Context: an optimization exercise on an open-source flow, tuned for a short achievable clock period and few clock cycles. The choices shown serve that exercise and are no tape-out recipe.
Function was checked by simulation only, so behaviour that the tests miss may differ from the original.
Power is estimated from default activity; no workload was simulated.

### flow/config.mk
export PLATFORM = sky130hd
export DESIGN_NAME = Uniciclo
export DESIGN_NICKNAME = Uniciclo
export VERILOG_FILES = /design/flow/design.v
export SDC_FILE = /design/flow/constraint.sdc
export NUM_CORES = 8
export LEC_CHECK = 0
export CAP_MARGIN = 20
export CORE_MARGIN = 2
export CORE_UTILIZATION = 60
export PLACE_DENSITY = 0.75
export SETUP_SLACK_MARGIN = 0.6
export SLEW_MARGIN = 20
### flow/constraint.sdc
create_clock -name core_clock -period 10.0 [get_ports {clockCPU}]
set_input_delay 2.0000 -clock core_clock [delete_from_list [all_inputs] [get_ports {clockCPU}]]
set_output_delay 2.0000 -clock core_clock [all_outputs]
set_load 0.01 [all_outputs]
### flow/design.v
localparam
    ZERO        = 32'd0,
    OPAND       = 5'd0,
    OPOR        = 5'd1,
    OPXOR       = 5'd2,
    OPADD       = 5'd3,
    OPSUB       = 5'd4,
    OPSLT       = 5'd5,
    OPSLTU      = 5'd6,
    OPSLL       = 5'd7,
    OPSRL       = 5'd8,
    OPSRA       = 5'd9,
    OPLUI       = 5'd10,
    OPMUL       = 5'd11,
    OPMULH      = 5'd12,
    OPMULHU     = 5'd13,
    OPMULHSU    = 5'd14,
    OPDIV       = 5'd15,
    OPDIVU      = 5'd16,
    OPREM       = 5'd17,
    OPREMU      = 5'd18,
    OPNULL      = 5'd31,  
    OPC_LOAD        = 7'b0000011,
    OPC_OPIMM       = 7'b0010011,
    OPC_STORE       = 7'b0100011,
    OPC_RTYPE       = 7'b0110011,
    OPC_BRANCH      = 7'b1100011,
    OPC_JALR        = 7'b1100111,
    OPC_JAL         = 7'b1101111,
    OPC_LUI         = 7'b0110111,
    FUNCT7_ADD      = 7'b0000000,
    FUNCT7_SUB      = 7'b0100000,
    FUNCT7_SLT      = 7'b0000000,
    FUNCT7_OR       = 7'b0000000,
    FUNCT7_AND      = 7'b0000000,
    FUNCT3_LW       = 3'b010,
    FUNCT3_SW       = 3'b010,
    FUNCT3_ADD      = 3'b000,
    FUNCT3_SUB      = 3'b000,
    FUNCT3_SLT      = 3'b010,
    FUNCT3_OR       = 3'b110,
    FUNCT3_AND      = 3'b111,
    FUNCT3_BEQ      = 3'b000,
    FUNCT3_JALR     = 3'b000,
    TEXT_ADDRESS    = 32'h0040_0000,
    DATA_ADDRESS    = 32'h1001_0000,
    STACK_ADDRESS   = 32'h1001_03FC,
    GP              = DATA_ADDRESS;
module mux4 (
   input  wire [31:0] entr0, entr1, entr2, entr3,
   input  wire [1:0]  sel,
   output reg  [31:0] saida
);
always @(*)
begin
   case (sel)
      2'b00:
         saida <= entr0;
      2'b01:
         saida <= entr1;
      2'b10:
         saida <= entr2;
      2'b11:
         saida <= entr3;
   endcase
end
endmodule
module adder (
   input  wire [31:0] iA,
   input  wire [31:0] iB,
   output reg  [31:0] out
);
always @(*)
begin
   out <= iA + iB;
end
endmodule
module ks_adder #(parameter W = 32, parameter L = 5) (
   input  wire [W-1:0] iA,
   input  wire [W-1:0] iB,
   input  wire         iCin,
   output wire [W-1:0] oSum
);
wire [W-1:0] p0 = iA ^ iB;
wire [W-1:0] g [0:L];
wire [W-1:0] p [0:L];
assign g[0] = (iA & iB) | {{(W-1){1'b0}}, p0[0] & iCin};
assign p[0] = p0;
genvar l, i;
generate
   for (l = 0; l < L; l = l + 1) begin : nivel
      for (i = 0; i < W; i = i + 1) begin : posicao
         if (i >= (1 << l)) begin : comb
            assign g[l+1][i] = g[l][i] | (p[l][i] & g[l][i-(1<<l)]);
            assign p[l+1][i] = p[l][i] & p[l][i-(1<<l)];
         end else begin : repassa
            assign g[l+1][i] = g[l][i];
            assign p[l+1][i] = p[l][i];
         end
      end
   end
endgenerate
assign oSum = p0 ^ {g[L][W-2:0], iCin};
endmodule
module ALU (
    input        [4:0]  iControl,
    input signed [31:0] iA, iB,
    output logic [31:0] oResult,
    output logic        Zero
    );
localparam
    ZERO        = 32'd0,
    OPAND       = 5'd0,
    OPOR        = 5'd1,
    OPXOR       = 5'd2,
    OPADD       = 5'd3,
    OPSUB       = 5'd4,
    OPSLT       = 5'd5,
    OPSLTU      = 5'd6,
    OPSLL       = 5'd7,
    OPSRL       = 5'd8,
    OPSRA       = 5'd9,
    OPLUI       = 5'd10,
    OPMUL       = 5'd11,
    OPMULH      = 5'd12,
    OPMULHU     = 5'd13,
    OPMULHSU    = 5'd14,
    OPDIV       = 5'd15,
    OPDIVU      = 5'd16,
    OPREM       = 5'd17,
    OPREMU      = 5'd18,
    OPNULL      = 5'd31,  
    OPC_LOAD        = 7'b0000011,
    OPC_OPIMM       = 7'b0010011,
    OPC_STORE       = 7'b0100011,
    OPC_RTYPE       = 7'b0110011,
    OPC_BRANCH      = 7'b1100011,
    OPC_JALR        = 7'b1100111,
    OPC_JAL         = 7'b1101111,
    OPC_LUI         = 7'b0110111,
    FUNCT7_ADD      = 7'b0000000,
    FUNCT7_SUB      = 7'b0100000,
    FUNCT7_SLT      = 7'b0000000,
    FUNCT7_OR       = 7'b0000000,
    FUNCT7_AND      = 7'b0000000,
    FUNCT3_LW       = 3'b010,
    FUNCT3_SW       = 3'b010,
    FUNCT3_ADD      = 3'b000,
    FUNCT3_SUB      = 3'b000,
    FUNCT3_SLT      = 3'b010,
    FUNCT3_OR       = 3'b110,
    FUNCT3_AND      = 3'b111,
    FUNCT3_BEQ      = 3'b000,
    FUNCT3_JALR     = 3'b000,
    TEXT_ADDRESS    = 32'h0040_0000,
    DATA_ADDRESS    = 32'h1001_0000,
    STACK_ADDRESS   = 32'h1001_03FC,
    GP              = DATA_ADDRESS;
    assign Zero = (oResult==32'b0);
always @(*)
begin
    case (iControl)
        OPAND:
            oResult  = iA & iB;
        OPOR:
            oResult  = iA | iB;
        OPADD:
            oResult  = iA + iB;
        OPSUB:
            oResult  = iA - iB;
        OPSLT:
            oResult  = {31'b0, iA < iB};
        OPLUI:
            oResult  = iB;
        default:
            oResult  = ZERO;
    endcase
end
endmodule
module ImmGen (
    input        [31:0] iInstrucao,
    output logic [31:0] oImm
);
localparam
    ZERO        = 32'd0,
    OPAND       = 5'd0,
    OPOR        = 5'd1,
    OPXOR       = 5'd2,
    OPADD       = 5'd3,
    OPSUB       = 5'd4,
    OPSLT       = 5'd5,
    OPSLTU      = 5'd6,
    OPSLL       = 5'd7,
    OPSRL       = 5'd8,
    OPSRA       = 5'd9,
    OPLUI       = 5'd10,
    OPMUL       = 5'd11,
    OPMULH      = 5'd12,
    OPMULHU     = 5'd13,
    OPMULHSU    = 5'd14,
    OPDIV       = 5'd15,
    OPDIVU      = 5'd16,
    OPREM       = 5'd17,
    OPREMU      = 5'd18,
    OPNULL      = 5'd31,  
    OPC_LOAD        = 7'b0000011,
    OPC_OPIMM       = 7'b0010011,
    OPC_STORE       = 7'b0100011,
    OPC_RTYPE       = 7'b0110011,
    OPC_BRANCH      = 7'b1100011,
    OPC_JALR        = 7'b1100111,
    OPC_JAL         = 7'b1101111,
    OPC_LUI         = 7'b0110111,
    FUNCT7_ADD      = 7'b0000000,
    FUNCT7_SUB      = 7'b0100000,
    FUNCT7_SLT      = 7'b0000000,
    FUNCT7_OR       = 7'b0000000,
    FUNCT7_AND      = 7'b0000000,
    FUNCT3_LW       = 3'b010,
    FUNCT3_SW       = 3'b010,
    FUNCT3_ADD      = 3'b000,
    FUNCT3_SUB      = 3'b000,
    FUNCT3_SLT      = 3'b010,
    FUNCT3_OR       = 3'b110,
    FUNCT3_AND      = 3'b111,
    FUNCT3_BEQ      = 3'b000,
    FUNCT3_JALR     = 3'b000,
    TEXT_ADDRESS    = 32'h0040_0000,
    DATA_ADDRESS    = 32'h1001_0000,
    STACK_ADDRESS   = 32'h1001_03FC,
    GP              = DATA_ADDRESS;
always @ (*)
    case (iInstrucao[6:0])
        OPC_LOAD,
        OPC_OPIMM,
        OPC_JALR:
            oImm <= {{20{iInstrucao[31]}}, iInstrucao[31:20]};
        OPC_STORE:
            oImm <= {{20{iInstrucao[31]}}, iInstrucao[31:25], iInstrucao[11:7]};
        OPC_BRANCH:
            oImm <= {{20{iInstrucao[31]}}, iInstrucao[7], iInstrucao[30:25], iInstrucao[11:8], 1'b0};
        OPC_JAL:
            oImm <= {{12{iInstrucao[31]}}, iInstrucao[19:12], iInstrucao[20], iInstrucao[30:21], 1'b0};
        OPC_LUI:
            oImm <= {iInstrucao[31:12], {12{1'b0}}};		
        default:
            oImm <= ZERO;
    endcase
endmodule
module ControleULA (
   input  wire [1:0] opULA,
   input  wire [2:0] funct3,
   input  wire [6:0] funct7,
   output reg  [4:0] codULA
);
localparam
    ZERO        = 32'd0,
    OPAND       = 5'd0,
    OPOR        = 5'd1,
    OPXOR       = 5'd2,
    OPADD       = 5'd3,
    OPSUB       = 5'd4,
    OPSLT       = 5'd5,
    OPSLTU      = 5'd6,
    OPSLL       = 5'd7,
    OPSRL       = 5'd8,
    OPSRA       = 5'd9,
    OPLUI       = 5'd10,
    OPMUL       = 5'd11,
    OPMULH      = 5'd12,
    OPMULHU     = 5'd13,
    OPMULHSU    = 5'd14,
    OPDIV       = 5'd15,
    OPDIVU      = 5'd16,
    OPREM       = 5'd17,
    OPREMU      = 5'd18,
    OPNULL      = 5'd31,  
    OPC_LOAD        = 7'b0000011,
    OPC_OPIMM       = 7'b0010011,
    OPC_STORE       = 7'b0100011,
    OPC_RTYPE       = 7'b0110011,
    OPC_BRANCH      = 7'b1100011,
    OPC_JALR        = 7'b1100111,
    OPC_JAL         = 7'b1101111,
    OPC_LUI         = 7'b0110111,
    FUNCT7_ADD      = 7'b0000000,
    FUNCT7_SUB      = 7'b0100000,
    FUNCT7_SLT      = 7'b0000000,
    FUNCT7_OR       = 7'b0000000,
    FUNCT7_AND      = 7'b0000000,
    FUNCT3_LW       = 3'b010,
    FUNCT3_SW       = 3'b010,
    FUNCT3_ADD      = 3'b000,
    FUNCT3_SUB      = 3'b000,
    FUNCT3_SLT      = 3'b010,
    FUNCT3_OR       = 3'b110,
    FUNCT3_AND      = 3'b111,
    FUNCT3_BEQ      = 3'b000,
    FUNCT3_JALR     = 3'b000,
    TEXT_ADDRESS    = 32'h0040_0000,
    DATA_ADDRESS    = 32'h1001_0000,
    STACK_ADDRESS   = 32'h1001_03FC,
    GP              = DATA_ADDRESS;
always @(*)
begin
   case (opULA)
      2'b00:
         codULA <= OPADD;    
      2'b01:
         codULA <= OPSUB;    
      2'b10:
         case (funct3)            
            3'b000:
            begin
               if (funct7 == 7'b0)
                  codULA <= OPADD;
               else
                  codULA <= OPSUB;
            end
            3'b010:
                  codULA    <= OPSLT;
            3'b110:
                  codULA    <= OPOR;
            3'b111:
                  codULA    <= OPAND;
            default:
                  codULA    <= OPNULL;
         endcase
      2'b11:
         codULA <= OPLUI;    
      default:
         codULA <= OPNULL;
   endcase
end
endmodule
module Controle (
   input  wire [6:0] opcode,
   output reg        Mem2Reg, LeMem, EscreveMem, Branch, OrigULA, EscreveReg,
   output reg        Jal, Jalr,
   output reg  [1:0] opULA
);
localparam
    ZERO        = 32'd0,
    OPAND       = 5'd0,
    OPOR        = 5'd1,
    OPXOR       = 5'd2,
    OPADD       = 5'd3,
    OPSUB       = 5'd4,
    OPSLT       = 5'd5,
    OPSLTU      = 5'd6,
    OPSLL       = 5'd7,
    OPSRL       = 5'd8,
    OPSRA       = 5'd9,
    OPLUI       = 5'd10,
    OPMUL       = 5'd11,
    OPMULH      = 5'd12,
    OPMULHU     = 5'd13,
    OPMULHSU    = 5'd14,
    OPDIV       = 5'd15,
    OPDIVU      = 5'd16,
    OPREM       = 5'd17,
    OPREMU      = 5'd18,
    OPNULL      = 5'd31,  
    OPC_LOAD        = 7'b0000011,
    OPC_OPIMM       = 7'b0010011,
    OPC_STORE       = 7'b0100011,
    OPC_RTYPE       = 7'b0110011,
    OPC_BRANCH      = 7'b1100011,
    OPC_JALR        = 7'b1100111,
    OPC_JAL         = 7'b1101111,
    OPC_LUI         = 7'b0110111,
    FUNCT7_ADD      = 7'b0000000,
    FUNCT7_SUB      = 7'b0100000,
    FUNCT7_SLT      = 7'b0000000,
    FUNCT7_OR       = 7'b0000000,
    FUNCT7_AND      = 7'b0000000,
    FUNCT3_LW       = 3'b010,
    FUNCT3_SW       = 3'b010,
    FUNCT3_ADD      = 3'b000,
    FUNCT3_SUB      = 3'b000,
    FUNCT3_SLT      = 3'b010,
    FUNCT3_OR       = 3'b110,
    FUNCT3_AND      = 3'b111,
    FUNCT3_BEQ      = 3'b000,
    FUNCT3_JALR     = 3'b000,
    TEXT_ADDRESS    = 32'h0040_0000,
    DATA_ADDRESS    = 32'h1001_0000,
    STACK_ADDRESS   = 32'h1001_03FC,
    GP              = DATA_ADDRESS;
always @(*)
begin
   Jal         <= 1'b0;
   Jalr        <= 1'b0;
   case (opcode)
      OPC_RTYPE:  begin        
         EscreveReg  <= 1'b1;
         Mem2Reg     <= 1'b0;
         LeMem       <= 1'b0;
         EscreveMem  <= 1'b0;
         Branch      <= 1'b0;
         OrigULA     <= 1'b0;
         opULA       <= 2'b10;
      end
      OPC_OPIMM:  begin        
         EscreveReg  <= 1'b1;
         Mem2Reg     <= 1'b0;
         LeMem       <= 1'b0;
         EscreveMem  <= 1'b0;
         Branch      <= 1'b0;
         OrigULA     <= 1'b1;
         opULA       <= 2'b00;
      end
      OPC_LUI:    begin        
         EscreveReg  <= 1'b1;
         Mem2Reg     <= 1'b0;
         LeMem       <= 1'b0;
         EscreveMem  <= 1'b0;
         Branch      <= 1'b0;
         OrigULA     <= 1'b1;
         opULA       <= 2'b11;
      end
      OPC_LOAD:   begin        
         EscreveReg  <= 1'b1;
         Mem2Reg     <= 1'b1;
         LeMem       <= 1'b1;
         EscreveMem  <= 1'b0;
         Branch      <= 1'b0;
         OrigULA     <= 1'b1;
         opULA       <= 2'b00;
      end
      OPC_STORE:  begin        
         EscreveReg  <= 1'b0;
         Mem2Reg     <= 1'b0;
         LeMem       <= 1'b0;
         EscreveMem  <= 1'b1;
         Branch      <= 1'b0;
         OrigULA     <= 1'b1;
         opULA       <= 2'b00;
      end
      OPC_BRANCH: begin        
         EscreveReg  <= 1'b0;
         Mem2Reg     <= 1'b0;
         LeMem       <= 1'b0;
         EscreveMem  <= 1'b0;
         Branch      <= 1'b1;
         OrigULA     <= 1'b0;
         opULA       <= 2'b01;
      end
      OPC_JALR:   begin        
         EscreveReg  <= 1'b1;
         Mem2Reg     <= 1'b0;
         LeMem       <= 1'b0;
         EscreveMem  <= 1'b0;
         Branch      <= 1'b0;
         OrigULA     <= 1'b1;
         opULA       <= 2'b00;
         Jalr        <= 1'b1;
      end
      OPC_JAL:    begin        
         EscreveReg  <= 1'b1;
         Mem2Reg     <= 1'b0;
         LeMem       <= 1'b0;
         EscreveMem  <= 1'b0;
         Branch      <= 1'b0;
         OrigULA     <= 1'b0;
         opULA       <= 2'b00;
         Jal         <= 1'b1;     
      end
      default:    begin
         EscreveReg  <= 1'b0;
         Mem2Reg     <= 1'b0;
         LeMem       <= 1'b0;
         EscreveMem  <= 1'b0;
         Branch      <= 1'b0;
         OrigULA     <= 1'b0;
         opULA       <= 2'b00;
      end
   endcase
end
endmodule
module Registers (
    input wire          iCLK, iRST, iRegWrite,
    input wire  [4:0]   iReadRegister1, iReadRegister2, iWriteRegister,
    input wire  [31:0]  iWriteData,
    output wire [31:0]  oReadData1, oReadData2,
    input wire  [4:0]   iRegDispSelect,      
    output wire [31:0]  oRegDisp             
    );
localparam
    ZERO        = 32'd0,
    OPAND       = 5'd0,
    OPOR        = 5'd1,
    OPXOR       = 5'd2,
    OPADD       = 5'd3,
    OPSUB       = 5'd4,
    OPSLT       = 5'd5,
    OPSLTU      = 5'd6,
    OPSLL       = 5'd7,
    OPSRL       = 5'd8,
    OPSRA       = 5'd9,
    OPLUI       = 5'd10,
    OPMUL       = 5'd11,
    OPMULH      = 5'd12,
    OPMULHU     = 5'd13,
    OPMULHSU    = 5'd14,
    OPDIV       = 5'd15,
    OPDIVU      = 5'd16,
    OPREM       = 5'd17,
    OPREMU      = 5'd18,
    OPNULL      = 5'd31,  
    OPC_LOAD        = 7'b0000011,
    OPC_OPIMM       = 7'b0010011,
    OPC_STORE       = 7'b0100011,
    OPC_RTYPE       = 7'b0110011,
    OPC_BRANCH      = 7'b1100011,
    OPC_JALR        = 7'b1100111,
    OPC_JAL         = 7'b1101111,
    OPC_LUI         = 7'b0110111,
    FUNCT7_ADD      = 7'b0000000,
    FUNCT7_SUB      = 7'b0100000,
    FUNCT7_SLT      = 7'b0000000,
    FUNCT7_OR       = 7'b0000000,
    FUNCT7_AND      = 7'b0000000,
    FUNCT3_LW       = 3'b010,
    FUNCT3_SW       = 3'b010,
    FUNCT3_ADD      = 3'b000,
    FUNCT3_SUB      = 3'b000,
    FUNCT3_SLT      = 3'b010,
    FUNCT3_OR       = 3'b110,
    FUNCT3_AND      = 3'b111,
    FUNCT3_BEQ      = 3'b000,
    FUNCT3_JALR     = 3'b000,
    TEXT_ADDRESS    = 32'h0040_0000,
    DATA_ADDRESS    = 32'h1001_0000,
    STACK_ADDRESS   = 32'h1001_03FC,
    GP              = DATA_ADDRESS;
reg [31:0] registers[31:0];
parameter SPR=5'd2;                          
integer i;
assign oReadData1 = registers[iReadRegister1];
assign oReadData2 = registers[iReadRegister2];
assign oRegDisp   = registers[iRegDispSelect];
always @(posedge iCLK or posedge iRST)
begin
    if (iRST)
        begin            
            for (i = 0; i <= 31; i = i + 1)
                registers[i] <= (i == {27'b0, SPR}) ? STACK_ADDRESS : 32'b0;
        end
    else
        begin
            if(iRegWrite && (iWriteRegister != 5'b0))
                    registers[iWriteRegister] <= iWriteData;
        end
end
endmodule
module Uniciclo (
    input  logic        clockCPU,
    input  logic        reset,
    input  logic [4:0]  RegIn,
    output logic [31:0] PC,
    input  logic [31:0] Instr,
    output logic [31:0] MemAddr, MemWrData,
    output logic        MemWrEn,
    input  logic [31:0] MemRdData,
    output logic [31:0] RegOut
    );
localparam
    ZERO        = 32'd0,
    OPAND       = 5'd0,
    OPOR        = 5'd1,
    OPXOR       = 5'd2,
    OPADD       = 5'd3,
    OPSUB       = 5'd4,
    OPSLT       = 5'd5,
    OPSLTU      = 5'd6,
    OPSLL       = 5'd7,
    OPSRL       = 5'd8,
    OPSRA       = 5'd9,
    OPLUI       = 5'd10,
    OPMUL       = 5'd11,
    OPMULH      = 5'd12,
    OPMULHU     = 5'd13,
    OPMULHSU    = 5'd14,
    OPDIV       = 5'd15,
    OPDIVU      = 5'd16,
    OPREM       = 5'd17,
    OPREMU      = 5'd18,
    OPNULL      = 5'd31,  
    OPC_LOAD        = 7'b0000011,
    OPC_OPIMM       = 7'b0010011,
    OPC_STORE       = 7'b0100011,
    OPC_RTYPE       = 7'b0110011,
    OPC_BRANCH      = 7'b1100011,
    OPC_JALR        = 7'b1100111,
    OPC_JAL         = 7'b1101111,
    OPC_LUI         = 7'b0110111,
    FUNCT7_ADD      = 7'b0000000,
    FUNCT7_SUB      = 7'b0100000,
    FUNCT7_SLT      = 7'b0000000,
    FUNCT7_OR       = 7'b0000000,
    FUNCT7_AND      = 7'b0000000,
    FUNCT3_LW       = 3'b010,
    FUNCT3_SW       = 3'b010,
    FUNCT3_ADD      = 3'b000,
    FUNCT3_SUB      = 3'b000,
    FUNCT3_SLT      = 3'b010,
    FUNCT3_OR       = 3'b110,
    FUNCT3_AND      = 3'b111,
    FUNCT3_BEQ      = 3'b000,
    FUNCT3_JALR     = 3'b000,
    TEXT_ADDRESS    = 32'h0040_0000,
    DATA_ADDRESS    = 32'h1001_0000,
    STACK_ADDRESS   = 32'h1001_03FC,
    GP              = DATA_ADDRESS;
reg  [31:0] pc_i;                       
reg         e_valid;
reg  [31:0] e_a, e_b, e_sd;             
reg  [31:0] e_pc;                       
reg  [31:0] e_link;                     
reg  [31:0] e_bimm;                     
reg  [31:0] e_ptgt;                     
reg         e_pred;                     
reg  [4:0]  e_rd;
reg         e_wr, e_load, e_store, e_beq, e_jal, e_jalr, e_call, e_ret;
reg         e_add, e_sub, e_and, e_or, e_slt, e_selb, e_link_sel;
reg         m_valid;
reg  [31:0] m_res;
reg  [4:0]  m_rd;
reg         m_wr, m_load, m_we;
reg  [31:0] m_addr, m_wdata;
reg  [31:0] rf [1:31];
reg  [31:1] rf_ok;
wire [6:0] opc    = Instr[6:0];
wire [2:0] funct3 = Instr[14:12];
wire [6:0] funct7 = Instr[31:25];
wire [4:0] rs1    = Instr[19:15];
wire [4:0] rs2    = Instr[24:20];
wire [4:0] rd     = Instr[11:7];
wire d_r     = (opc == OPC_RTYPE);
wire d_addi  = (opc == OPC_OPIMM);
wire d_lui   = (opc == OPC_LUI);
wire d_lw    = (opc == OPC_LOAD);
wire d_sw    = (opc == OPC_STORE);
wire d_beq   = (opc == OPC_BRANCH);
wire d_jal   = (opc == OPC_JAL);
wire d_jalr  = (opc == OPC_JALR);
wire d_wr    = d_r | d_addi | d_lui | d_lw | d_jal | d_jalr;
wire d_use1  = d_r | d_addi | d_lw | d_sw | d_beq | d_jalr;
wire d_use2  = d_r | d_sw | d_beq;
wire d_useimm = d_addi | d_lui | d_lw | d_sw | d_jalr;
wire d_radd  = d_r & (funct3 == 3'b000) & (funct7 == 7'b0);
wire d_rsub  = d_r & (funct3 == 3'b000) & (funct7 != 7'b0);
wire d_add   = d_addi | d_lw | d_sw | d_radd;
wire d_and   = d_r & (funct3 == 3'b111);
wire d_or    = d_r & (funct3 == 3'b110);
wire d_slt   = d_r & (funct3 == 3'b010);
wire d_ret   = d_jalr & (rd == 5'd0) & (rs1 == 5'd1);
wire d_call  = (d_jal | d_jalr) & (rd == 5'd1);
wire [31:0] immI = {{20{Instr[31]}}, Instr[31:20]};
wire [31:0] immS = {{20{Instr[31]}}, Instr[31:25], Instr[11:7]};
wire [31:0] immB = {{20{Instr[31]}}, Instr[7], Instr[30:25], Instr[11:8], 1'b0};
wire [31:0] immJ = {{12{Instr[31]}}, Instr[19:12], Instr[20], Instr[30:21], 1'b0};
wire [31:0] immU = {Instr[31:12], 12'b0};
wire [31:0] d_imm = d_sw  ? immS :
                    d_lui ? immU : immI;
wire [31:0] d_bimm = Instr[3] ? immJ : immB;
wire [31:0] d_link = pc_i + 32'd4;
wire [9:0]  d_tidx = pc_i[11:2] + d_bimm[11:2];
wire [31:0] d_tgt  = {pc_i[31:12], d_tidx, 2'b00};
function [31:0] rf_read;
    input [4:0] r;
    begin
        if (r == 5'd0)
            rf_read = 32'b0;
        else if (rf_ok[r])
            rf_read = rf[r];
        else if (r == 5'd2)
            rf_read = STACK_ADDRESS;
        else
            rf_read = 32'b0;
    end
endfunction
wire [31:0] m_wb   = m_load ? MemRdData : m_res;
wire        m_wen  = m_valid & m_wr;            
wire        e_fwd_ok = e_valid & e_wr;          
wire        d_e1 = e_fwd_ok & (e_rd == rs1);
wire        d_e2 = e_fwd_ok & (e_rd == rs2);
wire        d_m1 = m_wen & (m_rd == rs1);
wire        d_m2 = m_wen & (m_rd == rs2);
wire [31:0] d_rv1_mr = d_m1 ? m_wb : rf_read(rs1);
wire [31:0] d_rv2_mr = d_m2 ? m_wb : rf_read(rs2);
wire [31:0] d_b_mr   = d_useimm ? d_imm : d_rv2_mr;
wire e_ldhz  = e_valid & e_load & e_wr;
wire d_stall = e_ldhz & ((d_use1 & (rs1 == e_rd)) | (d_use2 & (rs2 == e_rd)));
reg  [15:0] btb_v;
reg  [5:0]  btb_tag [0:15];
reg  [9:0]  btb_tgt [0:15];
reg  [1:0]  btb_ctr [0:15];
wire [3:0]  f_idx = pc_i[5:2];
wire        btb_hit = btb_v[f_idx] & (btb_tag[f_idx] == pc_i[11:6]);
wire        btb_taken = btb_hit & btb_ctr[f_idx][1];
reg  [31:0] ras [0:1];
reg         ras_sp;                     
reg  [1:0]  ras_n;                      
wire [31:0] ras_top = ras[~ras_sp];
wire        f_sure = d_jal | (d_beq & (rs1 == rs2));
wire        f_pred_ret = d_ret & (ras_n != 2'd0);
wire        f_pred = f_sure | f_pred_ret | btb_taken;
wire [31:0] f_btgt = f_pred_ret ? ras_top : {pc_i[31:12], btb_tgt[f_idx], 2'b00};
wire [31:0] f_ptgt = f_sure ? d_tgt : f_btgt;
wire [31:0] A = e_a;
wire [31:0] B = e_b;
wire [31:0] sum, diff;
ks_adder #(32) somaULA (.iA(A), .iB(B),  .iCin(1'b0), .oSum(sum));
ks_adder #(32) subULA  (.iA(A), .iB(~B), .iCin(1'b1), .oSum(diff));
wire        lt   = (A[31] != B[31]) ? A[31] : diff[31];
wire [31:0] res_early = ({32{e_and}}  & (A & B)) |
                        ({32{e_or}}   & (A | B)) |
                        ({32{e_selb}} & B) |
                        ({32{e_link_sel}} & e_link);
wire [31:0] res = e_add ? sum :
                  e_sub ? diff :
                  e_slt ? {31'b0, lt} : res_early;
wire        eq = (A == B);
wire [31:0] e_tgt;
ks_adder #(32) somaAlvo (.iA(e_pc), .iB(e_bimm), .iCin(1'b0), .oSum(e_tgt));
wire [31:0] tx     = e_pc ^ e_bimm ^ e_ptgt;
wire [31:0] tc     = (e_pc & e_bimm) | ((e_pc ^ e_bimm) & ~e_ptgt);
wire        tgt_ok = (tx == {tc[30:0], 1'b0});
wire [31:0] jx   = A ^ B ^ e_ptgt;
wire [31:0] jc   = (A & B) | ((A ^ B) & ~e_ptgt);
wire        j_ok = (jx[31:1] == {jc[30:1], A[0] & B[0]}) & (e_ptgt[0] == 1'b0);
wire        e_taken = e_jal | e_jalr | (e_beq & eq);
wire        e_tok   = e_jalr ? j_ok : tgt_ok;
wire        e_mis   = e_valid & (e_taken ? ~(e_pred & e_tok) : e_pred);
wire [31:0] e_jtgt  = {sum[31:1], 1'b0};
wire [31:0] e_ntgt  = e_jalr ? e_jtgt : (e_taken ? e_tgt : e_link);
wire d_adv = ~e_mis & ~d_stall;         
wire [31:0] f_next  = d_stall ? pc_i :
                      f_pred  ? f_ptgt : d_link;
wire [31:0] pc_next = e_mis ? e_ntgt : f_next;
always @(posedge clockCPU or posedge reset)
begin
    if (reset)
        PC <= TEXT_ADDRESS;
    else
        PC <= pc_next;
end
always @(posedge clockCPU)
begin
    if (reset)
        pc_i <= TEXT_ADDRESS;
    else
        pc_i <= pc_next;
end
always @(posedge clockCPU or posedge reset)
begin
    if (reset) begin
        e_valid <= 1'b0;
        m_valid <= 1'b0;
        m_we    <= 1'b0;
    end else begin
        e_valid <= d_adv;
        m_valid <= e_valid;
        m_we    <= e_valid & e_store;
    end
end
always @(posedge clockCPU)
begin
    e_a      <= d_e1 ? res : d_rv1_mr;
    e_b      <= (d_e2 & ~d_useimm) ? res : d_b_mr;
    e_sd     <= d_e2 ? res : d_rv2_mr;
    e_pc     <= pc_i;
    e_link   <= d_link;
    e_bimm   <= d_bimm;
    e_ptgt   <= f_ptgt;
    e_pred   <= f_pred;
    e_rd     <= rd;
    e_wr     <= d_wr & (rd != 5'd0);
    e_load   <= d_lw;
    e_store  <= d_sw;
    e_beq    <= d_beq;
    e_jal    <= d_jal;
    e_jalr   <= d_jalr;
    e_call   <= d_call;
    e_ret    <= d_ret;
    e_add    <= d_add;
    e_sub    <= d_rsub;
    e_and    <= d_and;
    e_or     <= d_or;
    e_slt    <= d_slt;
    e_selb   <= d_lui;
    e_link_sel <= d_jal | d_jalr;
    m_res    <= res;
    m_rd     <= e_rd;
    m_wr     <= e_wr;
    m_load   <= e_load;
    m_addr   <= sum;
    m_wdata  <= e_sd;
end
assign MemAddr   = m_addr;
assign MemWrData = m_wdata;
assign MemWrEn   = m_we;
always @(posedge clockCPU)
begin
    if (m_wen)
        rf[m_rd] <= m_wb;
end
always @(posedge clockCPU or posedge reset)
begin
    if (reset)
        rf_ok <= 31'b0;
    else if (m_wen)
        rf_ok[m_rd] <= 1'b1;
end
always @(posedge clockCPU)
    RegOut <= rf_read(RegIn);
reg        u_v, u_taken;
reg  [9:0] u_pcidx;
reg  [9:0] u_tgt;
always @(posedge clockCPU or posedge reset)
begin
    if (reset)
        u_v <= 1'b0;
    else
        u_v <= e_valid & (e_beq | e_jalr) & ~e_ret;
end
always @(posedge clockCPU)
begin
    u_taken <= e_taken;
    u_pcidx <= e_pc[11:2];
    u_tgt   <= e_ntgt[11:2];
end
wire [3:0] u_idx = u_pcidx[3:0];
wire [5:0] u_tag = u_pcidx[9:4];
wire       u_hit = btb_v[u_idx] & (btb_tag[u_idx] == u_tag);
always @(posedge clockCPU or posedge reset)
begin
    if (reset)
        btb_v <= 16'b0;
    else if (u_v & u_taken)
        btb_v[u_idx] <= 1'b1;
end
always @(posedge clockCPU)
begin
    if (u_v) begin
        if (u_taken) begin
            btb_tag[u_idx] <= u_tag;
            btb_tgt[u_idx] <= u_tgt;
            btb_ctr[u_idx] <= u_hit ? ((btb_ctr[u_idx] == 2'b11) ? 2'b11 : btb_ctr[u_idx] + 2'b01) : 2'b11;
        end else if (u_hit) begin
            btb_ctr[u_idx] <= (btb_ctr[u_idx] == 2'b00) ? 2'b00 : btb_ctr[u_idx] - 2'b01;
        end
    end
end
wire ras_push = e_valid & e_call;
wire ras_pop  = e_valid & e_ret & (ras_n != 2'd0);
always @(posedge clockCPU or posedge reset)
begin
    if (reset) begin
        ras_sp <= 1'b0;
        ras_n  <= 2'd0;
    end else if (ras_push & ~ras_pop) begin
        ras_sp <= ~ras_sp;
        ras_n  <= (ras_n == 2'd2) ? 2'd2 : ras_n + 2'd1;
    end else if (ras_pop & ~ras_push) begin
        ras_sp <= ~ras_sp;
        ras_n  <= ras_n - 2'd1;
    end
end
always @(posedge clockCPU)
begin
    if (ras_push & ras_pop)
        ras[~ras_sp] <= e_link;
    else if (ras_push)
        ras[ras_sp] <= e_link;
end
endmodule
### flow/flow/run.sh
#!/bin/bash
set -euo pipefail
MARGIN=6.8
sed -E "s/SETUP_SLACK_MARGIN=[^ ]+/SETUP_SLACK_MARGIN=${MARGIN} ADDER_MAP_FILE=/" standard.sh > std_margin.sh
grep -q "SETUP_SLACK_MARGIN=${MARGIN}" std_margin.sh
bash std_margin.sh > flow_make.log 2>&1
### flow/standard.sh
#!/bin/bash
# synth_recipe.tcl (not shown) runs the flow's synth.tcl, then flattens the netlist and writes it again
# the make line also repeats each setting of config.mk as NAME=value (left out here)
make -C /OpenROAD-flow-scripts/flow DESIGN_CONFIG=/design/flow/config.mk WORK_HOME=/design/flow/orfs CLKGATE_MAP_FILE= SYNTH_SCRIPT=/design/flow/synth_recipe.tcl "${@:-finish}"
==> impl_metrics.ini <==
[timing]
fin_crit_sh = 0.403
slew_headroom = 0.237
hold_violations = 0
max_slew.worst_pin.slew_ns = 1.14
period_needed_ns = 4.03
slew_violations = 0
fin_setup_tns_ns = 0
clock.fmax_mhz = 248
worst_slack_ns = 5.97
setup_viol = 0
grt_setup_unrepaired = yes
clock-skew-final_ns = 0.0721

[synthesis]
synth_seq_area_share = 0.531
netlist_instances = 6669
synthFlopType = edfxtp_1
synth_edf_count = 1344
synth_area_um2 = 95900
ys_seq_elements = 1849
avgSynthCellArea_um2 = 14.4
ys_types = 106
ys.warnings.count = 2
synthArstFlopShare = 0.0465
syn-num-nets = 6740

[clock_network]
cts_buffers = 187
max-clock-path-buffers = 3
insertion_delay_ns = 0.94
cts_root_buf = clkbuf_16
cts_tree = done
clkTransAtPathRegs_ns = 0.07
cts_max_level = 4
cts_sinks = 1849

[die]
die_w_um = 404
start_util = 0.605
coreArea_um2 = 159000
die_h_um = 404
io_pins = 200
dieArea_um2 = 163000
rows = 146

[power]
internal_power_mw = 13.9
seqPwrFrac = 0.445
comb_power_share = 0.166
cellLeakagePower_nw = 41.6
vdd_ir_drop_max_uv = 237
swShare = 0.278
power_density_nw_per_um2 = 163
switching_power_mw = 5.35
p_total_mw = 19.3
clockPowerShare = 0.389

[hold_path]
hp-class = flip-flop to flip-flop

[setup_path]
crit_required_ns = 10.73
worstSetupPathType = input port to flip-flop
worstPathCellList = buf_16 > mux4_2 > mux4_2 > o41ai_4 > a2bb2oi_2 > o211ai_1 > buf_4 > clkbuf_16 > nor2_4 > a21oi_4 > o21ai_4 > o211ai_1 > o21ai_1
slowest_delay_ns = 0.54
cp-start-kind = input port
cp_slowest_cell = mux4_2
cpLargestDelayFamily = compound AO/OA/AOI/OAI gates
cp.arrival_ns = 4.76
critical_path.max_fanout = 7
path_buf_inv = 3
setup.worst_path.end_class = flip-flop

[finish]
nets = 7230
fin_area_um2 = 118000
drive_above_1_share = 0.406
fill_cells = 8933
synthToLayoutAreaGrowth_pct = 23.3
final_common_cell = edfxtp_1
final_cells = 9417
final_cell_mix = 1,344 x edfxtp_1, 950 x mux4_2, 360 x nand2_1, 301 x buf_4, 293 x dfxtp_1

[flow_run]
drv_cap = 0

[route]
drt_pre_antenna_iters = 13
viasPerCell = 7.93
drt_iter0_drc = 14400
drt-wirelength-per-cell_um = 41.5
drc_errors = 0
vias = 74700
detail-route-antenna-nets = 0
drt_wl_total_um = 390000

[placement]
dp_cells = 8562
dpl_worst_slack_ns = 3.46
dp_hpwl_um = 199000
dpl_cell_area_um2 = 100000
io_buffers = 199
gp_congestion = 1.02

[global_routing]
grt_pass1_vias = 71300
grt.total_usage = 0.457
grt_overflow_total = 0
grt_pass1_wl_um = 525000
antenna_found_initial = 34
grt_max_degree = 77

[outcome]
run_status = complete, no violations
routing by layer:
layer | vias to the layer above | share of wire | global-route usage
met5 | - | 0.0024 | 0.00535
met4 | 42 | 0.11 | 0.353
met3 | 2612 | 0.16 | 0.170
met2 | 8211 | 0.43 | 0.671
met1 | 36300 | 0.30 | 0.549
li1 | 27500 | - | -
synthesized netlist by cell type (all sizes together) (49+ instances only):
cell | instances | share of area
edfxtp | 1344 | 0.42
mux4 | 950 | 0.22
dfxtp | 419 | 0.087
nand2 | 409 | 0.016
a21oi | 369 | 0.019
nor2 | 369 | 0.014
clkbuf | 298 | 0.012
mux2i | 262 | 0.027
o21ai | 247 | 0.013
xnor2 | 237 | 0.022
buf | 228 | 0.011
inv | 149 | 0.0058
maj3 | 108 | 0.011
xor2 | 102 | 0.0096
dfrtp | 85 | 0.022
nand3 | 83 | 0.0043
mux2 | 74 | 0.0087
nor3 | 73 | 0.0040
or2 | 67 | 0.0044
a221oi | 62 | 0.0061
nor2b | 53 | 0.0035
a31oi | 49 | 0.0034
cell families after synthesis:
kind of cell,after synthesis,share of synthesized area
AOI/OAI and AO/OA,1113,0.0745
xor gates and xnor gates,339,0.0319
adders and majority gates,108,0.0114
buffers and inverters,679,0.0290
DFF,1849,0.531
muxes,1286,0.259
and+or+nand+nor,1295,0.0634
per-stage QoR:
| step | util | hold WS (ns) |
|---|---|---|
| floorplan | - | 0.310 |
| global placement | 0.632 | 0.316 |
| detailed placement | 0.632 | 0.316 |
| CTS | 0.727 | 0.330 |
| global route | 0.746 | 0.328 |
| finish | 0.746 | 0.328 |
area by class of cell:
cell class,count,area [µm²],area share
clock buffer,243,5190,0.0439
sequential,1849,51100,0.432
antenna,20,50.0,0.000423
timing repair inverter,5,38.8,0.000328
tap,2072,2590,0.0219
timing repair buffer,816,10800,0.0914
clock inverter,112,1290,0.0109
multi-input combinational,4147,46500,0.393
inverter,153,686,0.00580
power groups by stage:
| stage | logic, mW | registers, mW | clock network (mW) |
|---|---|---|---|
| after global placement | 2.34 | 8.69 | 0 |
| after CTS | 2.86 | 8.56 | 7.37 |
| after global routing | 3.25 | 8.59 | 7.74 |
| after detailed placement | 2.36 | 8.70 | 0 |
| final | 3.20 | 8.58 | 7.48 |
| after floorplan | 1.67 | 8.58 | 0 |
worst paths after layout:
| kind | from | end | cells after the start | slack [ns] |
|---|---|---|---|---|
| max in group asynchronous | reset | ras_sp$_DFFE_PP0P_ | 4 | 7.11 |
| worst max-delay path | Instr[20] | e_b[22]$_DFF_P_ | 13 | 5.97 |
| worst min-delay path | e_sd[22]$_DFF_P_ | m_wdata[22]$_DFF_P_ | 0 | 0.33 |
| worst min register to register | e_sd[22]$_DFF_P_ | m_wdata[22]$_DFF_P_ | 0 | 0.33 |
| worst max register to register | e_b[27]$_DFF_P_ | pc_i[24]$_SDFF_PP0_ | 13 | 6.17 |
| min in group asynchronous | reset | PC[11]$_DFF_PP0_ | 4 | 1.82 |
flip-flops by register name, indices dropped and copies added, names as in the netlist, 64 cells and up:
register  flops
btb_tag      96
rf          992
ras          64
btb_tgt     160
repair_timing:
item | 4_1_cts | 5_1_grt
resized for setup | 1590 | 371
cloned | 102 | 13
pin swaps | 154 | 162
setup buffers | 242 | 123
endpoints found under the setup margin | 517 | 580
hold buffers | 0 | 0
worst register-to-register path: stages (launching register included):
cell	delay, ns
dfxtp_1	0.64
xnor2_2	0.25
nand2_1	0.22
nor3_4	0.37
and4_1	0.30
nor3_4	0.06
buf_8	0.23
inv_12	0.22
o211ai_1	0.24
and2_1	0.21
clkbuf_8	0.26
nand2_4	0.27
o31ai_1	0.09
or3_1	0.37
Testbench counts, summed over its fixed seeds: cycles 93,496.

## afterwards: timing with drivers on the ports
How much do the figures lean on ideal ports? The routed layout below was timed once more, with nothing changed but the port constraints.
Step 1 sets driving cells, clkbuf_16 on the clock port and buf_2 on the other inputs (assumed; they add their load-dependent delay and slew).
Step 2, shift: input delay + t, output delay - t, t = (earliest + latest rising clock arrival at the registers) / 2. This alone moves slack from input paths to output paths.
Slacks: ideal ports / drivers / drivers and shift; pairs: ideal ports / drivers.
shift t [ns]: 0.988
setup WS [ns]: 5.968 / 5.753 / 4.765
worst setup path at the end: input to register
pins driven straight from the clock port: 1
After both steps setup and hold are still met in this run. The setup slack of this run moves by -0.215 ns with the drivers and by -1.203 ns with both steps.
